Background: an optimization exercise with open tools, aiming at small area. Do not read the settings as production practice. In this exercise RTL edits were held to simulation tests only and were not proved equivalent to the original. The flow treats the clock pin as an ideal source, which a real chip does not have. Power and IR drop assume default switching activity.

## flow/design.v (module list and top-level ports; edited modules follow where they fit)
// module mfcc_dct: 1632 lines
module mfcc_dct(
    input         clk,
    input         rst,
    input  [15:0] in_data,
    input         in_valid,
    output        c0_valid,
    output [31:0] c0_data,
    output        c1_valid,
    output [31:0] c1_data,
    output        c2_valid,
    output [31:0] c2_data,
    output        c3_valid,
    output [31:0] c3_data,
    output        c4_valid,
    output [31:0] c4_data,
    output        c5_valid,
    output [31:0] c5_data,
    output        c6_valid,
    output [31:0] c6_data,
    output        c7_valid,
    output [31:0] c7_data,
    output        c8_valid,
    output [31:0] c8_data,
    output        c9_valid,
    output [31:0] c9_data,
    output        c10_valid,
    output [31:0] c10_data,
    output        c11_valid,
    output [31:0] c11_data,
    output        c12_valid,
    output [31:0] c12_data
    );
  // ...
==> flow/run.sh <==
#!/bin/bash
# synth_recipe.tcl (not shown) runs the flow's synth.tcl, then flattens the netlist and writes it again
# the make line also repeats each setting of config.mk as NAME=value (left out here)
make -C /OpenROAD-flow-scripts/flow DESIGN_CONFIG=/design/flow/config.mk WORK_HOME=/design/flow/orfs CLKGATE_MAP_FILE= SYNTH_SCRIPT=/design/flow/synth_recipe.tcl finish
==> flow/config.mk <==
export PLATFORM = sky130hd
export DESIGN_NAME = mfcc_dct
export DESIGN_NICKNAME = mfcc_dct
export VERILOG_FILES = /design/flow/design.v
export SDC_FILE = /design/flow/constraint.sdc
export NUM_CORES = 4
export LEC_CHECK = 0
export ABC_AREA = 1
export CAP_MARGIN = 20
export CORE_MARGIN = 2
export CORE_UTILIZATION = 65
export CTS_BUF_LIST = sky130_fd_sc_hd__clkbuf_8
export CTS_CLUSTER_SIZE = 30
export PLACE_DENSITY = 0.75
export SLEW_MARGIN = 20
==> flow/constraint.sdc <==
create_clock -name core_clock -period 10.0 [get_ports {clk}]
set_input_delay 2.0000 -clock core_clock [delete_from_list [all_inputs] [get_ports {clk}]]
set_output_delay 2.0000 -clock core_clock [all_outputs]
set_load 0.01 [all_outputs]
==> impl_metrics.toml, run 1 <==
[cells_and_area]
layout-drive-gt1-share = 0.1445
nNonClkBuffers = 780
nets = 7568
seqCellArea_um2 = 50190
antennaDiodeCount = 3
seq_share = 0.5537
final_cells = 8985

[run]
cap_violations = 0

[power_and_ir_drop]
seq_cell_power_uw = 10400
switchingPower_uw = 5368
power-top-group = "registers"
total_power_uw = 20700

[yosys]
synth.most_common_cell = "dfxtp_1"
synth_cells = 6551
yosysSeqAreaShare = 0.6451
synthSimpleGateAreaFrac = 0.05663
ys.flop_type = "dfxtp_1"
synth_xor_area_frac = 0.03106
synthMuxAreaShare = 0.003731
syn-cell-area_um2 = 77800

[routing]
routed.top_layer = "met5"
routed-wl-met2_um = 90440
wl_met3_um = 16720
routed_wl_um = 200100

[worst_setup_path]
crit_path_frequent_cell = "fa_2"
crit_path_start = "j1[0]"
reg2reg_from = "j1[0]"
r2r_setup_slack_ns = 0.16

[global_route]
met2_usage = 0.4999
grt_pass1_vias = 49990
overflow = 0

[floorplanning]
start_util = 0.6571
placementRows = 126
core_area_um2 = 118400

[place]
dp.cells = 8362
io_buffers = 447

[hold_path]
hp-class = "register to register"
hold_path_end = "rA[12][27]"

[cts]
htreeDepth = 5
cts_tree = "done"

[outcome]
status = "timing/DRC/antenna clean"

[timing]
setup-tns-final_ns = 0
==> inputs of run 2 (changes only) <==
--- a/flow/config.mk
+++ b/flow/config.mk
@@ -11,3 +11,4 @@
 export CORE_UTILIZATION = 65
-export CTS_BUF_LIST = sky130_fd_sc_hd__clkbuf_8
+export CTS_BUF_LIST = sky130_fd_sc_hd__clkbuf_16
+export CTS_CLUSTER_DIAMETER = 60
 export CTS_CLUSTER_SIZE = 30
==> impl_metrics.toml, run 2 <==
[outcome]
status = "timing/DRC/antenna clean"

[floorplanning]
die_x_um = 350.0
dieArea_um2 = 122500
chipHeight_um = 350.0
core_area_um2 = 118400
placementRows = 126
start_util = 0.6571
ios = 448

[routing]
wl_per_cell_um = 22.53
vias = 46570
ant_nets = 0
drc_errors = 0
vias_per_cell = 5.439
routed_wl_um = 192900
drt_iter0_markers = 4553
firstDrtPassIters = 9

[worst_setup_path]
crit_path_frequent_cell = "fa_2"
startpoint_type = "register"
end_kind = "register"
critPathArrivalTime_ns = 10.40
crit_type = "register to register"
cp.required_ns = 10.62
critPathSlowestCell = "fa_1"
slowest_delay_ns = 0.57
path_max_fanout = 4

[cells_and_area]
syn_to_final_growth_pct = 12.39
finish.instance_area_um2 = 87440
final_cell_mix = "dfxtp_1, nand2_1, inv_1, o21ai_0, clkdlybuf4s50_1"
final_cells = 8562
multi_input_area_um2 = 22160
fillers = 7796
top_regs = "rA: 403 flops, rD1: 403 flops, rD2: 403 flops"
seqCellArea_um2 = 50190
final_common_cell = "dfxtp_1"
layout-drive-gt1-share = 0.1083
fin_util = 0.7385
nets = 7333

[timing]
finalSetupViolCount = 0
rsz0062_at_grt = "yes"
period_share = 0.9779
worst_pin_slew_ns = 1.292
finalCriticalPeriod_ns = 9.779
max_freq_mhz = 102.3
slew_viol_final = 0
hold_violations = 0
relSlewSlack = 0.1299
whs_ns = 0.3207
finClkSkew_ns = 0.08668
setup-tns-final_ns = 0

[run]
cap_violations = 0

[place]
placed_area_um2 = 83400
io_buffers = 447
dp_hpwl_um = 139900
dp.cells = 8362
gp_congestion = 0.9451

[cts]
root_buffer = "clkbuf_16"
worstSkewPairLatency_ns = 0.76
htreeDepth = 3
numClockSinks = 2351
clockBufferDepth = 3
cts_tree = "done"
path_clk_slew_ns = 0.10
cts_made_buffers = 108

[yosys]
synth_area_leaders = "dfxtp_1, edfxtp_1, fa_1, o21ai_0, nand2_1"
syn_nets = 6984
synth.most_common_cell = "dfxtp_1"
synth_cell_types = 75
synth_compound_area_frac = 0.09477
ys_top_cells_by_count = "dfxtp_1, nand2_1, inv_1, o21ai_0, edfxtp_1"
synth_top_area_frac = 0.5247
synth_cells = 6551
avgSynthCellArea_um2 = 11.88
yosysSeqAreaShare = 0.6451
yosys.area.top_type = "dfxtp_1"
synth_edf_count = 312
yosysWarnings = 6
ys.flop_type = "dfxtp_1"
syn-cell-area_um2 = 77800
synthMuxAreaShare = 0.003731
ys_seq_elements = 2351
synth_top_family_by_area = "compound AO/OA/AOI/OAI gates"
synth-adder-area-share = 0.09389
synthArstFlopShare = 0
synthSimpleGateAreaFrac = 0.05663
synth_xor_area_frac = 0.03106

[power_and_ir_drop]
leakage_uw = 0.03578
p_per_area_nw_per_um2 = 210.9
irDropWorstVdd_v = 0.0002031

[global_route]
overflow = 0
antenna_found_initial = 8
grt_max_degree = 84
grt_pass1_wl_um = 287100
grt_use_total = 0.3130
grt_pass1_vias = 46710

[hold_path]
hp-class = "register to register"
-- run 2: cell counts after synthesis --
No cell type changed its count.
-- run 2: layout make-up --
| cell class | count | area share |
|---|---|---|
| multi-input cells | 2999 | 0.2534 |
| clock buffers | 108 | 0.03091 |
| flip-flops and latches | 2351 | 0.5740 |
| well taps | 1600 | 0.02290 |
| clock inverters | 61 | 0.009316 |
| repair buffers | 780 | 0.08075 |
| diodes | 3 | 0.00008586 |
| inverters | 660 | 0.02859 |
-- run 2: kinds of logic (layout without fill, tap and decap cells) --
group           count (synthesis)  in the layout
compound gates               1215           1215
simple gates                 1066           1066
fa+ha+maj                     414            414
mux                            29             29
buf+inv                      1201           1609
xor+xnor                      275            275
flops                        2351           2351
other cells                     0              3
-- run 2: worst max-delay path: cells and delay by family, from the launching register on --
family                     cells  cell delay, ns
and+or+nand+nor                9            0.76
buffers and inverters         10            0.89
xor gates and xnor gates       2            0.27
adders and majority gates     17            6.36
AOI/OAI and AO/OA              7            0.91
DFF                            1            0.46
-- run 2: path summary, 6_finish.rpt --
check | cells past startpoint | to | start | slack (ns)
max | 45 | rA[1][29] | j1[0] | 0.22
min | 0 | rD2[7][6] | rD2[6][6] | 0.32
max reg2reg | 45 | rA[1][29] | j1[0] | 0.22
min reg2reg | 0 | rD2[7][6] | rD2[6][6] | 0.32
-- run 2: what timing repair did --
action | CTS | global route
hold buffers | 0 | 0
setup buffers | 10 | 18
setup endpoints to repair | 11 | 13
gates resized for setup | 14 | 73
pin swaps | 22 | 55
-- run 2: report_power, final --
part	internal, uW	total, uW	switching [uW]
sequential	10100	10400	272
combinational	1240	2870	1630
clock	2140	5200	3060
-- run 2: per-layer routing --
layer | share of wire | vias up | wire, um | GRT usage
met5 | 0 | - | 0 | 0
met2 | 0.44 | 1999 | 85660 | 0.4772
met3 | 0.080 | 403 | 15410 | 0.06480
met1 | 0.44 | 22560 | 84410 | 0.4464
met4 | 0.038 | 0 | 7417 | 0.1118
li1 | - | 21610 | - | -
-- run 2: per-stage QoR --
step	worst slack, ns	power (uW)
CTS	0.04316	18400
detailed placement	-0.3744	13280
global route	-0.2075	19050
floorplan	-0.05495	12060
finish	0.2207	18440
global placement	-0.2445	13200
==> inputs of run 3 (changes only) <==
==> flow/flow/run.sh (new file) <==
#!/bin/bash
# Own flow: the standard layout (standard.sh: standard synthesis, floorplan, placement,
# CTS, routing) with two changes passed to ORFS through its own variables:
#  - the port buffers that buffer_ports inserts are sky130_fd_sc_hd__buf_1 (ORFS otherwise picks
#    clkdlybuf4s50_1, 10 um2 each); every port still gets its buffer;
#  - clock_tree_synthesis runs without dummy loads.
set -euo pipefail
cd "$(dirname "$0")/.."
export BUFFER_PORTS_ARGS="-buffer_cell sky130_fd_sc_hd__buf_1"
export CTS_ARGS="-sink_clustering_enable -repair_clock_nets -dont_use_dummy_load -buf_list sky130_fd_sc_hd__clkbuf_16 -sink_clustering_size 30 -sink_clustering_max_diameter 60"
bash standard.sh > standard_flow.log 2>&1
==> flow/standard.sh (new file) <==
#!/bin/bash
# synth_recipe.tcl (not shown) runs the flow's synth.tcl, then flattens the netlist and writes it again
# the make line also repeats each setting of config.mk as NAME=value (left out here)
make -C /OpenROAD-flow-scripts/flow DESIGN_CONFIG=/design/flow/config.mk WORK_HOME=/design/flow/orfs CLKGATE_MAP_FILE= SYNTH_SCRIPT=/design/flow/synth_recipe.tcl "${@:-finish}"
removed: flow/run.sh
==> impl_metrics.toml, run 3 <==
[worst_setup_path]
path_max_fanout = 4
crit_path_frequent_cell = "fa_2"
cp.required_ns = 10.59
reg2reg_from = "j1[1]"
critPathSlowestCell = "fa_1"
r2r_setup_slack_ns = 0.27
critPathArrivalTime_ns = 10.33
reg2reg_depth = 49
slowest_delay_ns = 0.55
crit_type = "register to register"
end_kind = "register"
startpoint_type = "register"
timing.rr.end = "rA[1][30]"

[timing]
finClkSkew_ns = 0.1193
fin_ws_ns = 0.2665
finalSetupViolCount = 0
finalCriticalPeriod_ns = 9.734
setup-tns-final_ns = 0
max_freq_mhz = 102.7
period_share = 0.9734
whs_ns = 0.2558
slew_viol_final = 0
relSlewSlack = 0.1198
hold_violations = 0
worst_pin_slew_ns = 1.307

[global_route]
grt_pass1_vias = 45580
grt_max_degree = 86
grt_pass1_wl_um = 279700
grt_use_total = 0.3051
overflow = 0
antenna_found_initial = 12

[cts]
cts_tree = "done"
worstSkewPairLatency_ns = 0.72
cts_made_buffers = 103
holdBufCountCts = 0
path_clk_slew_ns = 0.10
numClockSinks = 2351

[cells_and_area]
syn_to_final_growth_pct = 7.469
multi_input_area_um2 = 22120
fillers = 8216
final_common_cell = "dfxtp_1"
top_regs = "rA: 403 flops, rD1: 403 flops, rD2: 403 flops"
final_cell_mix = "dfxtp_1, nand2_1, inv_1, o21ai_0, buf_1"
nets = 7323
layout-drive-gt1-share = 0.09959
seqCellArea_um2 = 50190

[yosys]
synth_cell_types = 75
ys_top_cells_by_count = "dfxtp_1, nand2_1, inv_1, o21ai_0, edfxtp_1"
yosys.area.top_type = "dfxtp_1"
ys_seq_elements = 2351
synth_top_area_frac = 0.5247
synth_area_leaders = "dfxtp_1, edfxtp_1, fa_1, o21ai_0, nand2_1"
synth_cells = 6551
synthArstFlopShare = 0
yosysWarnings = 6
syn-cell-area_um2 = 77800
avgSynthCellArea_um2 = 11.88
yosysSeqAreaShare = 0.6451
syn_nets = 6984
synth.most_common_cell = "dfxtp_1"
ys.flop_type = "dfxtp_1"
synth_edf_count = 312

[run]
cap_violations = 0

[hold_path]
hold_path_end = "rA[12][5]"
hp-class = "register to register"
hp-start = "rA[11][5]"
holdPathStages = 0

[routing]
vias = 46630
ant_nets = 0
drc_errors = 0
vias_per_cell = 5.490
wl_per_cell_um = 22.09
drt_iter0_markers = 4885
routed_wl_um = 187600
firstDrtPassIters = 6

[floorplanning]
ios = 448
placementRows = 126
die_x_um = 350.0
start_util = 0.6571
dieArea_um2 = 122500
chipHeight_um = 350.0
core_area_um2 = 118400

[outcome]
status = "timing/DRC/antenna clean"

[power_and_ir_drop]
p_per_area_nw_per_um2 = 204.7
irDropWorstVdd_v = 0.0001809
leakage_uw = 0.03414

[place]
post-place-ws_ns = -0.2274
io_buffers = 447
dp_hpwl_um = 138200
gp_congestion = 0.9900
## run 3: changes by cell type in the layout (fill, tap and decap cells not counted), moves of 6 or more
cell / delta
clkinv_8: -13
buf_1: +446
clkinv_2: -6
inv_6: -7
inv_16: -9
clkdlybuf4s50_1: -446
## run 3: cells by family after synthesis
kind of cell / synth area share
flip-flops: 0.6451
XOR/XNOR: 0.03106
adder cells (fa/ha/maj): 0.09389
AO/OA/AOI/OAI: 0.09477
AND/OR/NAND/NOR: 0.05663
multiplexers: 0.003731
buffers and inverters: 0.07482
## run 3: power breakdown
part / switching, uW / leakage [uW] / total (uW) / internal [uW]
sequential: 239 / 0.0196 / 10300 / 10100
clock: 2630 / 0.00127 / 4470 / 1840
combinational: 1610 / 0.0133 / 2320 / 711
## run 3: worst max-delay path: cells and delay by family (launching register included)
| family | cells | cell delay (ns) |
|---|---|---|
| buf+inv | 9 | 0.63 |
| simple gates | 14 | 1.09 |
| xor+xnor | 1 | 0.19 |
| compound gates | 7 | 0.80 |
| flops | 1 | 0.44 |
| fa+ha+maj | 18 | 6.51 |
## run 3: repair_timing
action | CTS | global route
setup endpoints to repair | 2 | 14
pin swaps | 14 | 41
setup buffers | 1 | 6
gates resized for setup | 4 | 63
## run 3: worst max path at each step
stage / cells after the start / to / slack [ns] / start
global route: 49 / rA[1][30] / -0.07 / j1[1]
CTS: 47 / rA[1][30] / 0.007 / j1[0]
floorplan: 50 / rA[1][30] / -0.05 / j1[1]
finish: 49 / rA[1][30] / 0.27 / j1[1]
global placement: 49 / rA[1][30] / -0.15 / j1[0]
detailed placement: 47 / rA[1][30] / -0.23 / j1[0]
## run 3: metrics by stage
| stage | instances | instance area, um^2 | power (uW) | util |
|---|---|---|---|---|
| global placement | 8376 | 80710 | 12670 | 0.6817 |
| floorplan | 6551 | 77850 | 12060 | - |
| global route | 8489 | 83600 | 17720 | 0.7061 |
| finish | 8492 | 83610 | 17120 | 0.7062 |
| CTS | 8480 | 83300 | 17090 | 0.7036 |
| detailed placement | 8376 | 80710 | 12730 | 0.6817 |
## run 3: cell type report
class                      count  area share
antenna                        4   0.0001197
timing repair buffer         775     0.05034
multi-input combinational   2999      0.2646
clock buffer                 103     0.03083
tap                         1600     0.02394
sequential                  2351      0.6003
inverter                     660     0.02987
## run 3: routing by layer
| metal | vias to the layer above | wire length, um | track usage |
|---|---|---|---|
| met1 | 22640 | 81040 | 0.4405 |
| met4 | 12 | 6589 | 0.1011 |
| li1 | 21510 | - | - |
| met2 | 2096 | 82650 | 0.4620 |
| met3 | 369 | 17210 | 0.06395 |
| met5 | - | 90 | 0.002747 |

==> re-timing with driven ports <==
The flow's constraints put no driver on any port. The routed layouts listed below were extracted and timed again, unchanged, in two steps. Step 1 (the two cells are an assumption about what drives the block):
set clk [get_ports {clk}]
set_driving_cell -lib_cell sky130_fd_sc_hd__clkbuf_16 $clk
set_driving_cell -lib_cell sky130_fd_sc_hd__buf_2 [delete_from_list [all_inputs] $clk]
Step 2 moves the port delays by t, midway between the first and last clock arrival at a register: inputs arrive t later, outputs are due t later. That takes back most of the time a late clock gives input paths. Three values: no drivers, after step 1, after step 2; two values: the first two.
run | t, ns | setup slack, ns | worst setup path at the end | pins driven straight from the clock port
run 1 | 1.022 | 0.157 / 0.157 / -0.418 | input to register | 1
run 2 | 0.792 | 0.221 / 0.221 / -0.372 | input to register | 1
run 3 | 0.740 | 0.266 / 0.266 / -0.071 | input to register | 1
Met with ideal ports but missed after step 2: setup timing in every run listed. The setup slack of run 2, which loses most, moves by 0.000 ns with the drivers and by -0.593 ns with both steps.
